Background: an optimization exercise with open tools, aiming at small area and a short achievable clock period. Do not read the settings as production practice.
Only simulation tests tie the RTL to the original design; equivalence was not proved.
The clock port is modelled as an ideal driver, which makes a skipped or thinned clock tree look cheaper than it is; a real chip needs a root buffer or a tree.

Setup of wip/quartz:
Design top_module, start of the top module:
module top_module(
    input clk,
    input load,
    input [255:0] data,
    output reg [255:0] q );
Size: about 3100 cells after synthesis, roughly 510 I/O pins, ~32000 sq um of cells after synthesis.
clock: 5.0 ns
lec_check: 0
cap_margin: 20
core_margin: 2
core_utilization: 60
slew_margin: 20
synth_hierarchical: 1
synth_minimum_keep_size: 0
buffer_ports_args: -buffer_cell sky130_fd_sc_hd__buf_1
post_floorplan_tcl: /design/flow/flow/resize.tcl
post_global_place_tcl: /design/flow/flow/post_gp.tcl
ff_cell: sky130_fd_sc_hd__dfxtp_4
out_buf: sky130_fd_sc_hd__buf_2
pre_cts_tcl: /design/flow/flow/cts_tree.tcl
cts_grid: 4
cts_leaf: sky130_fd_sc_hd__clkbuf_16
cts_root: sky130_fd_sc_hd__clkbuf_16
load_grid: 4
load_leaf: sky130_fd_sc_hd__buf_4
load_root: sky130_fd_sc_hd__buf_8
standard.sh (not shown) runs the stock make flow with config.mk's settings and CLKGATE_MAP_FILE= SYNTH_SCRIPT=/design/flow/synth_recipe.tcl, a recipe that flattens the netlist after the stock synthesis.
==> flow/flow/run.sh <==
#!/bin/bash
# Layout flow: the standard ORFS flow (standard.sh), with
#  - port buffers made from $PORT_BUF instead of the default delay buffer,
#  - after floorplan, cells resized by flow/resize.tcl (flip-flops to a
#    stronger drive, oversized logic gates back to size 1),
#  - after global placement, output port buffers resized to $OUT_BUF
#    by flow/post_gp.tcl,
#  - optionally, clock tree synthesis arguments of our own ($CTS_ARGS),
#  - optionally, timing repair limited to the moves in $MOVES,
#  - optionally, a two-level clock tree of our own (flow/cts_tree.tcl)
#    in place of TritonCTS ($CTS_GRID),
#  - optionally, a buffer tree of our own for the load input ($LOAD_GRID).
# Settings are in flow/opts.sh. Each tool's output goes to its log under
# orfs/logs, and make's output to standard.log here.
set -euo pipefail
here=$(pwd)
source "$here/flow/opts.sh"
{
  echo "export BUFFER_PORTS_ARGS = -buffer_cell $PORT_BUF"
  echo "export POST_FLOORPLAN_TCL = $here/flow/resize.tcl"
  echo "export POST_GLOBAL_PLACE_TCL = $here/flow/post_gp.tcl"
  echo "export FF_CELL = $FF_CELL"
  echo "export OUT_BUF = $OUT_BUF"
  if [[ -n "${V_FA:-}" ]]; then echo "export V_FA = $V_FA"; fi
  if [[ -n "${CTS_ARGS:-}" ]]; then echo "export CTS_ARGS = $CTS_ARGS"; fi
  if [[ -n "${CTS_GRID:-}" ]]; then
    echo "export PRE_CTS_TCL = $here/flow/cts_tree.tcl"
    echo "export CTS_GRID = $CTS_GRID"
    echo "export CTS_LEAF = $CTS_LEAF"
    echo "export CTS_ROOT = $CTS_ROOT"
  fi
  if [[ -n "${LOAD_GRID:-}" ]]; then
    echo "export LOAD_GRID = $LOAD_GRID"
    echo "export LOAD_LEAF = $LOAD_LEAF"
    echo "export LOAD_ROOT = $LOAD_ROOT"
  fi
  if [[ -n "${MOVES:-}" ]]; then
    echo "export SETUP_MOVE_SEQUENCE = $MOVES"
    echo "export SKIP_GATE_CLONING = 1"
    echo "export SKIP_LAST_GASP = 1"
  fi
} >> "$FLOW_CONFIG"
bash standard.sh > standard.log 2>&1
==> flow/flow/cts_tree.tcl <==
# PRE_CTS hook: clock_tree_synthesis replaced by a two-level tree of our
# own. One root buffer ($CTS_ROOT) on the clock port drives $CTS_GRID^2 leaf
# buffers ($CTS_LEAF), each at the centroid of an equal-size group of
# flip-flops formed by position (flow/tree.tcl). Every flip-flop sees the
# same two buffers.
source [file join [file dirname [info script]] tree.tcl]
rename clock_tree_synthesis orfs_clock_tree_synthesis
proc clock_tree_synthesis {args} {
  set block [ord::get_db_block]
  set clk [$block findNet clk]
  $clk setSigType CLOCK
  set root_net [insert_root $clk $::env(CTS_ROOT) clkbuf_root]
  split_net $root_net $::env(CTS_GRID) $::env(CTS_LEAF) clkbuf_leaf
}
==> flow/flow/opts.sh <==
PORT_BUF=sky130_fd_sc_hd__buf_1
FF_CELL=sky130_fd_sc_hd__dfxtp_4
OUT_BUF=sky130_fd_sc_hd__buf_2
CTS_GRID=4
CTS_LEAF=sky130_fd_sc_hd__clkbuf_16
CTS_ROOT=sky130_fd_sc_hd__clkbuf_16
LOAD_GRID=4
LOAD_LEAF=sky130_fd_sc_hd__buf_4
LOAD_ROOT=sky130_fd_sc_hd__buf_8
==> flow/flow/post_gp.tcl <==
# After global placement: output port buffers to $OUT_BUF and, if
# $LOAD_GRID is set, a buffer tree of our own for the load input.
set n 0
foreach inst [[ord::get_db_block] getInsts] {
  set m [[$inst getMaster] getName]
  if {$m eq "sky130_fd_sc_hd__buf_1" && [regexp {^output[0-9]+$} [$inst getName]]} {
    replace_cell [get_cells [$inst getName]] [get_lib_cells $::env(OUT_BUF)]
    incr n
  }
}
puts "post_gp.tcl: $n output buffers to $::env(OUT_BUF)"
if {[info exists ::env(LOAD_GRID)]} {
  source [file join [file dirname [info script]] tree.tcl]
  set block [ord::get_db_block]
  set pnet [[$block findBTerm load] getNet]
  # the port buffer that buffer_ports put on load
  foreach it [$pnet getITerms] {
    if {[$it getIoType] eq "INPUT"} { set ibuf [$it getInst] }
  }
  replace_cell [get_cells [$ibuf getName]] [get_lib_cells $::env(LOAD_ROOT)]
  set lnet [[$ibuf findITerm X] getNet]
  split_net $lnet $::env(LOAD_GRID) $::env(LOAD_LEAF) loadbuf
}
==> flow/flow/resize.tcl <==
# Resize cells after floorplan: flip-flops to $FF_CELL, the "_2" sizes that
# synthesis picked for single logic gates back to "_1", and (if $V_FA is
# set) the full adders fed straight from the flip-flops to $V_FA.
set n_ff 0
set n_dn 0
set n_fa 0
proc driver_master {iterm} {
  set net [$iterm getNet]
  if {$net eq "NULL"} { return "" }
  foreach it [$net getITerms] {
    if {[$it isOutputSignal]} { return [[[$it getInst] getMaster] getName] }
  }
  return ""
}
set vfa ""
if {[info exists ::env(V_FA)]} { set vfa $::env(V_FA) }
foreach inst [[ord::get_db_block] getInsts] {
  set m [[$inst getMaster] getName]
  set name [$inst getName]
  if {$m eq "sky130_fd_sc_hd__dfxtp_1" && $m ne $::env(FF_CELL)} {
    replace_cell [get_cells $name] [get_lib_cells $::env(FF_CELL)]
    incr n_ff
  } elseif {[regexp {^(sky130_fd_sc_hd__(o41ai|o31ai|a31oi|nor4bb|o21ai|a21oi|nand2|nor2|xnor2|xor2))_2$} $m -> base]} {
    replace_cell [get_cells $name] [get_lib_cells ${base}_1]
    incr n_dn
  } elseif {$m eq "sky130_fd_sc_hd__fa_1" && $vfa ne ""} {
    if {[string match "sky130_fd_sc_hd__dfxtp*" [driver_master [$inst findITerm A]]]} {
      replace_cell [get_cells $name] [get_lib_cells $vfa]
      incr n_fa
    }
  }
}
puts "resize.tcl: $n_ff flip-flops to $::env(FF_CELL), $n_dn gates to size 1, $n_fa adders to $vfa"
==> flow/flow/tree.tcl <==
# Buffer trees of our own for the two nets with a large fanout.
#   split_net NET GRID MASTER PREFIX: the sinks of NET are split by position
#   into GRID x GRID groups of equal size; each group is driven by one new
#   buffer of type MASTER at its centroid, whose input is on NET.
proc tree_sinks {net} {
  set sinks {}
  foreach it [$net getITerms] {
    if {[$it getIoType] eq "INPUT"} {
      set bb [[$it getInst] getBBox]
      lappend sinks [list $it [expr {([$bb xMin] + [$bb xMax]) / 2}] [expr {([$bb yMin] + [$bb yMax]) / 2}]]
    }
  }
  return $sinks
}

proc split_net {net g mname prefix} {
  set block [ord::get_db_block]
  set master [[ord::get_db] findMaster $mname]
  set sinks [tree_sinks $net]
  set n [llength $sinks]
  set bycol [lsort -integer -index 1 $sinks]
  set per_col [expr {int(ceil(double($n) / $g))}]
  set k 0
  for {set c 0} {$c < $g} {incr c} {
    set col [lsort -integer -index 2 [lrange $bycol [expr {$c * $per_col}] [expr {($c + 1) * $per_col - 1}]]]
    set per_row [expr {int(ceil(double([llength $col]) / $g))}]
    for {set r 0} {$r < $g} {incr r} {
      set grp [lrange $col [expr {$r * $per_row}] [expr {($r + 1) * $per_row - 1}]]
      if {[llength $grp] == 0} { continue }
      set sx 0
      set sy 0
      foreach s $grp { set sx [expr {$sx + [lindex $s 1]}]; set sy [expr {$sy + [lindex $s 2]}] }
      set cx [expr {$sx / [llength $grp]}]
      set cy [expr {$sy / [llength $grp]}]
      set buf [odb::dbInst_create $block $master ${prefix}_$k]
      $buf setLocation [expr {$cx - [$master getWidth] / 2}] [expr {$cy - [$master getHeight] / 2}]
      $buf setPlacementStatus PLACED
      set out [odb::dbNet_create $block ${prefix}_net_$k]
      $out setSigType [$net getSigType]
      [$buf findITerm X] connect $out
      foreach s $grp {
        set it [lindex $s 0]
        $it disconnect
        $it connect $out
      }
      [$buf findITerm A] connect $net
      incr k
    }
  }
  puts "tree.tcl: net [$net getName]: $n sinks split over $k $mname buffers"
}

# Insert one buffer of type MASTER between NET's driver and all its sinks;
# returns the new net.
proc insert_root {net mname name} {
  set block [ord::get_db_block]
  set master [[ord::get_db] findMaster $mname]
  set sinks [tree_sinks $net]
  set sx 0
  set sy 0
  foreach s $sinks { set sx [expr {$sx + [lindex $s 1]}]; set sy [expr {$sy + [lindex $s 2]}] }
  set n [llength $sinks]
  set buf [odb::dbInst_create $block $master $name]
  $buf setLocation [expr {$sx / $n - [$master getWidth] / 2}] [expr {$sy / $n - [$master getHeight] / 2}]
  $buf setPlacementStatus PLACED
  set out [odb::dbNet_create $block ${name}_net]
  $out setSigType [$net getSigType]
  foreach s $sinks {
    set it [lindex $s 0]
    $it disconnect
    $it connect $out
  }
  [$buf findITerm X] connect $out
  [$buf findITerm A] connect $net
  return $out
}
wip/quartz completed every stage of the flow, and the final layout passed the timing, design-rule and antenna checks.
Modified inputs, wip/fjord compared to wip/quartz
Settings: CTS_GRID changed from 4 to 2; CTS_ROOT_GRID newly set to 2; V_FA newly set to sky130_fd_sc_hd__fa_2.
--- a/flow/flow/run.sh
+++ b/flow/flow/run.sh
@@ -30,0 +31 @@
+    echo "export CTS_ROOT_GRID = ${CTS_ROOT_GRID:-1}"
==> flow/flow/cts_tree.tcl <==
# PRE_CTS hook: clock_tree_synthesis replaced by a two-level tree of our
# own (flow/tree.tcl). The flip-flops are split by position into
# $CTS_ROOT_GRID^2 equal groups, each driven by a root buffer ($CTS_ROOT) on
# the clock port; each group is split again into $CTS_GRID^2 equal groups,
# each driven by a leaf buffer ($CTS_LEAF) at its centroid. Every
# flip-flop sees one root and one leaf buffer.
source [file join [file dirname [info script]] tree.tcl]
rename clock_tree_synthesis orfs_clock_tree_synthesis
proc clock_tree_synthesis {args} {
  set block [ord::get_db_block]
  set clk [$block findNet clk]
  $clk setSigType CLOCK
  if {$::env(CTS_ROOT_GRID) == 1} {
    set roots [list [insert_root $clk $::env(CTS_ROOT) clkbuf_root]]
  } else {
    set roots [split_net $clk $::env(CTS_ROOT_GRID) $::env(CTS_ROOT) clkbuf_root]
  }
  set k 0
  foreach net $roots {
    split_net $net $::env(CTS_GRID) $::env(CTS_LEAF) clkbuf_leaf_$k
    incr k
  }
}
--- a/flow/flow/opts.sh
+++ b/flow/flow/opts.sh
@@ -4 +4,2 @@
-CTS_GRID=4
+CTS_ROOT_GRID=2
+CTS_GRID=2
@@ -9,0 +11 @@
+V_FA=sky130_fd_sc_hd__fa_2
--- a/flow/flow/post_gp.tcl
+++ b/flow/flow/post_gp.tcl
@@ -21,0 +22 @@
+  unbuffer_net $lnet
--- a/flow/flow/tree.tcl
+++ b/flow/flow/tree.tcl
@@ -23,0 +24 @@
+  set outs {}
@@ -46,0 +48 @@
+      lappend outs $out
@@ -50,0 +53 @@
+  return $outs
@@ -76,0 +80,35 @@
+
+# Remove the buffers between NET and its final sinks, so that NET drives
+# them all directly again.
+proc unbuffer_net {net} {
+  set block [ord::get_db_block]
+  set removed 0
+  set again 1
+  while {$again} {
+    set again 0
+    foreach it [$net getITerms] {
+      if {[$it getIoType] ne "INPUT"} { continue }
+      set inst [$it getInst]
+      if {![regexp {__(buf|clkbuf)_[0-9]+$} [[$inst getMaster] getName]]} { continue }
+      set out [[$inst findITerm X] getNet]
+      set moved {}
+      if {$out ne "NULL"} {
+        foreach s [$out getITerms] {
+          if {[$s getIoType] eq "INPUT"} { lappend moved $s }
+        }
+        if {[llength [$out getBTerms]] > 0} { continue }
+      }
+      foreach s $moved { $s disconnect; $s connect $net }
+      odb::dbInst_destroy $inst
+      if {$out ne "NULL"} { odb::dbNet_destroy $out }
+      incr removed
+      set again 1
+      break
+    }
+  }
+  set kinds {}
+  foreach it [$net getITerms] {
+    if {[$it getIoType] eq "INPUT"} { dict incr kinds [[[$it getInst] getMaster] getName] }
+  }
+  puts "tree.tcl: net [$net getName]: $removed buffers removed; sinks now: $kinds"
+}
==> notes.md <==
- wip/quartz ended up with q[165] as its endpoint of the worst setup timing path; wip/fjord ended up with q[249].
- Taking wip/quartz as the reference, in wip/fjord sum of routed wire segments on met1 climbed about 4%; utilization after layout increased by 1.2 points relative to the old numbers; cell count was more or less identical; average wire length per cell after detail routing increased 0.77 um.
- wip/fjord ends up with a slack of the critical path that is 120 ps higher than in wip/quartz.
[inputs] wip/indigo vs wip/fjord
Settings: CORE_UTILIZATION now 50, was 60; PLACE_DENSITY now 0.9, previously not set; GPL_ROUTABILITY_DRIVEN now 0, previously not set.
Results
Taking wip/fjord as the reference, in wip/indigo final critical-path share of the clock period went up by 0.43 points, setup slack of the critical path after layout went down, first-pass iteration count of the detailed router went up by 3.
For wip/indigo, the capturing element of the worst setup path was q[48], unlike wip/fjord, where it was q[249].
For wip/ember, these inputs were changed with respect to wip/indigo:
Settings: CORE_UTILIZATION now 60, was 50; PLACE_DENSITY no longer set, was 0.9; OUT_NEAR now 0.1, previously not set; GPL_ROUTABILITY_DRIVEN no longer set, was 0.
--- a/flow/flow/run.sh
+++ b/flow/flow/run.sh
@@ -7 +7 @@
-#    by flow/post_gp.tcl,
+#    by flow/post_gp.tcl (and, with $OUT_NEAR, moved toward their flip-flops),
@@ -24,0 +25 @@
+  if [[ -n "${OUT_NEAR:-}" ]]; then echo "export OUT_NEAR = $OUT_NEAR"; fi
--- a/flow/flow/opts.sh
+++ b/flow/flow/opts.sh
@@ -11,0 +12 @@
+OUT_NEAR=0.1
--- a/flow/flow/post_gp.tcl
+++ b/flow/flow/post_gp.tcl
@@ -11,0 +12,23 @@
+# If $OUT_NEAR is set, move each output port buffer from the pin to a point
+# $OUT_NEAR of the way from its flip-flop to the pin (detailed placement
+# legalizes it later), so that the flip-flop does not drive the long wire.
+if {[info exists ::env(OUT_NEAR)]} {
+  set moved 0
+  foreach inst [[ord::get_db_block] getInsts] {
+    if {![regexp {^output[0-9]+$} [$inst getName]]} { continue }
+    set a [[$inst findITerm A] getNet]
+    set drv ""
+    foreach it [$a getITerms] {
+      if {[$it isOutputSignal]} { set drv [$it getInst] }
+    }
+    if {$drv eq ""} { continue }
+    set ob [$inst getBBox]
+    set db [$drv getBBox]
+    set f $::env(OUT_NEAR)
+    set x [expr {int([$db xMin] + $f * ([$ob xMin] - [$db xMin]))}]
+    set y [expr {int([$db yMin] + $f * ([$ob yMin] - [$db yMin]))}]
+    $inst setLocation $x $y
+    incr moved
+  }
+  puts "post_gp.tcl: $moved output buffers moved $::env(OUT_NEAR) of the way from their flip-flops"
+}
--- outcome ---
- On upper clock frequency limit, wip/indigo and wip/ember are neck and neck.
- Of wip/ember and wip/indigo, it is wip/ember that has the higher placement-stage worst setup slack.
--- input diff wip/ember..wip/maple ---
Settings: clearing OUT_NEAR, which used to be 0.1; swapping sky130_fd_sc_hd__buf_2 for sky130_fd_sc_hd__buf_1 in OUT_BUF.
--- a/flow/flow/run.sh
+++ b/flow/flow/run.sh
@@ -7 +7 @@
-#    by flow/post_gp.tcl (and, with $OUT_NEAR, moved toward their flip-flops),
+#    by flow/post_gp.tcl,
@@ -25 +24,0 @@
-  if [[ -n "${OUT_NEAR:-}" ]]; then echo "export OUT_NEAR = $OUT_NEAR"; fi
--- a/flow/flow/opts.sh
+++ b/flow/flow/opts.sh
@@ -3 +3 @@
-OUT_BUF=sky130_fd_sc_hd__buf_2
+OUT_BUF=sky130_fd_sc_hd__buf_1
@@ -12 +11,0 @@
-OUT_NEAR=0.1
==> flow/flow/post_gp.tcl <==
# After global placement: output port buffers to $OUT_BUF and, if
# $LOAD_GRID is set, a buffer tree of our own for the load input.
set n 0
foreach inst [[ord::get_db_block] getInsts] {
  set m [[$inst getMaster] getName]
  if {$m eq "sky130_fd_sc_hd__buf_1" && [regexp {^output[0-9]+$} [$inst getName]]} {
    replace_cell [get_cells [$inst getName]] [get_lib_cells $::env(OUT_BUF)]
    incr n
  }
}
puts "post_gp.tcl: $n output buffers to $::env(OUT_BUF)"
if {[info exists ::env(LOAD_GRID)]} {
  source [file join [file dirname [info script]] tree.tcl]
  set block [ord::get_db_block]
  set pnet [[$block findBTerm load] getNet]
  # the port buffer that buffer_ports put on load
  foreach it [$pnet getITerms] {
    if {[$it getIoType] eq "INPUT"} { set ibuf [$it getInst] }
  }
  replace_cell [get_cells [$ibuf getName]] [get_lib_cells $::env(LOAD_ROOT)]
  set lnet [[$ibuf findITerm X] getNet]
  unbuffer_net $lnet
  split_net $lnet $::env(LOAD_GRID) $::env(LOAD_LEAF) loadbuf
}
Findings:
- When wip/maple is measured against wip/ember, its routed via count turns out 302 lower.
- When the final numbers for wip/ember and wip/maple were put side by side, the global-route usage turned out to be smaller in wip/maple.
- Number of cells in the finished layout apart from fillers essentially unchanged between wip/ember and wip/maple.
diff inputs: wip/maple => wip/cedar
Settings: CORE_UTILIZATION changed from 60 to 50; OUT_BUF changed from sky130_fd_sc_hd__buf_1 to sky130_fd_sc_hd__buf_2.
--- a/flow/flow/opts.sh
+++ b/flow/flow/opts.sh
@@ -3 +3 @@
-OUT_BUF=sky130_fd_sc_hd__buf_1
+OUT_BUF=sky130_fd_sc_hd__buf_2
### Flow results
- wip/maple → wip/cedar: number of well taps went up by 23%, critical path depth was more or less identical, width of the die went up by about 9%.
- Lower DRC violation total after the first TritonRoute iteration was reported by wip/cedar, not wip/maple.
In every run of this note, the design's own scripts or RTL, not TritonCTS, make the clock network.

[static timing again, ports no longer ideal]
Ports are ideal in the flow. The routed layouts listed here were re-timed in OpenROAD.
Step 1 (the two cells are an assumption about what drives the block):
set clk [get_ports {clk}]
set_driving_cell -lib_cell sky130_fd_sc_hd__clkbuf_16 $clk
set_driving_cell -lib_cell sky130_fd_sc_hd__buf_2 [delete_from_list [all_inputs] $clk]
Step 2, shift: input delay + t, output delay - t, t = (earliest + latest rising clock arrival at the registers) / 2. This alone moves slack from input paths to output paths.
a / b / c = ideal ports / drivers / drivers and shift; a / b = the first two.
| run | t (ns) | setup slack, ns | clock arrival spread, ns |
|---|---|---|---|
| wip/quartz | 0.601 | 2.832 / 2.767 / 2.739 | 0.012 / 0.012 |
| wip/fjord | 0.459 | 2.950 / 2.903 / 2.845 | 0.012 / 0.013 |
| wip/indigo | 0.475 | 2.928 / 2.880 / 2.820 | 0.022 / 0.022 |
| wip/ember | 0.463 | 2.923 / 2.863 / 2.798 | 0.015 / 0.015 |
| wip/maple | 0.467 | 2.914 / 2.826 / 2.840 | 0.020 / 0.020 |
| wip/cedar | 0.464 | 2.957 / 2.901 / 2.834 | 0.022 / 0.022 |
After both steps every run listed still meets setup and hold. For wip/ember, which loses most, drivers alone change the setup slack by -0.060 ns; drivers and shift together by -0.125 ns.
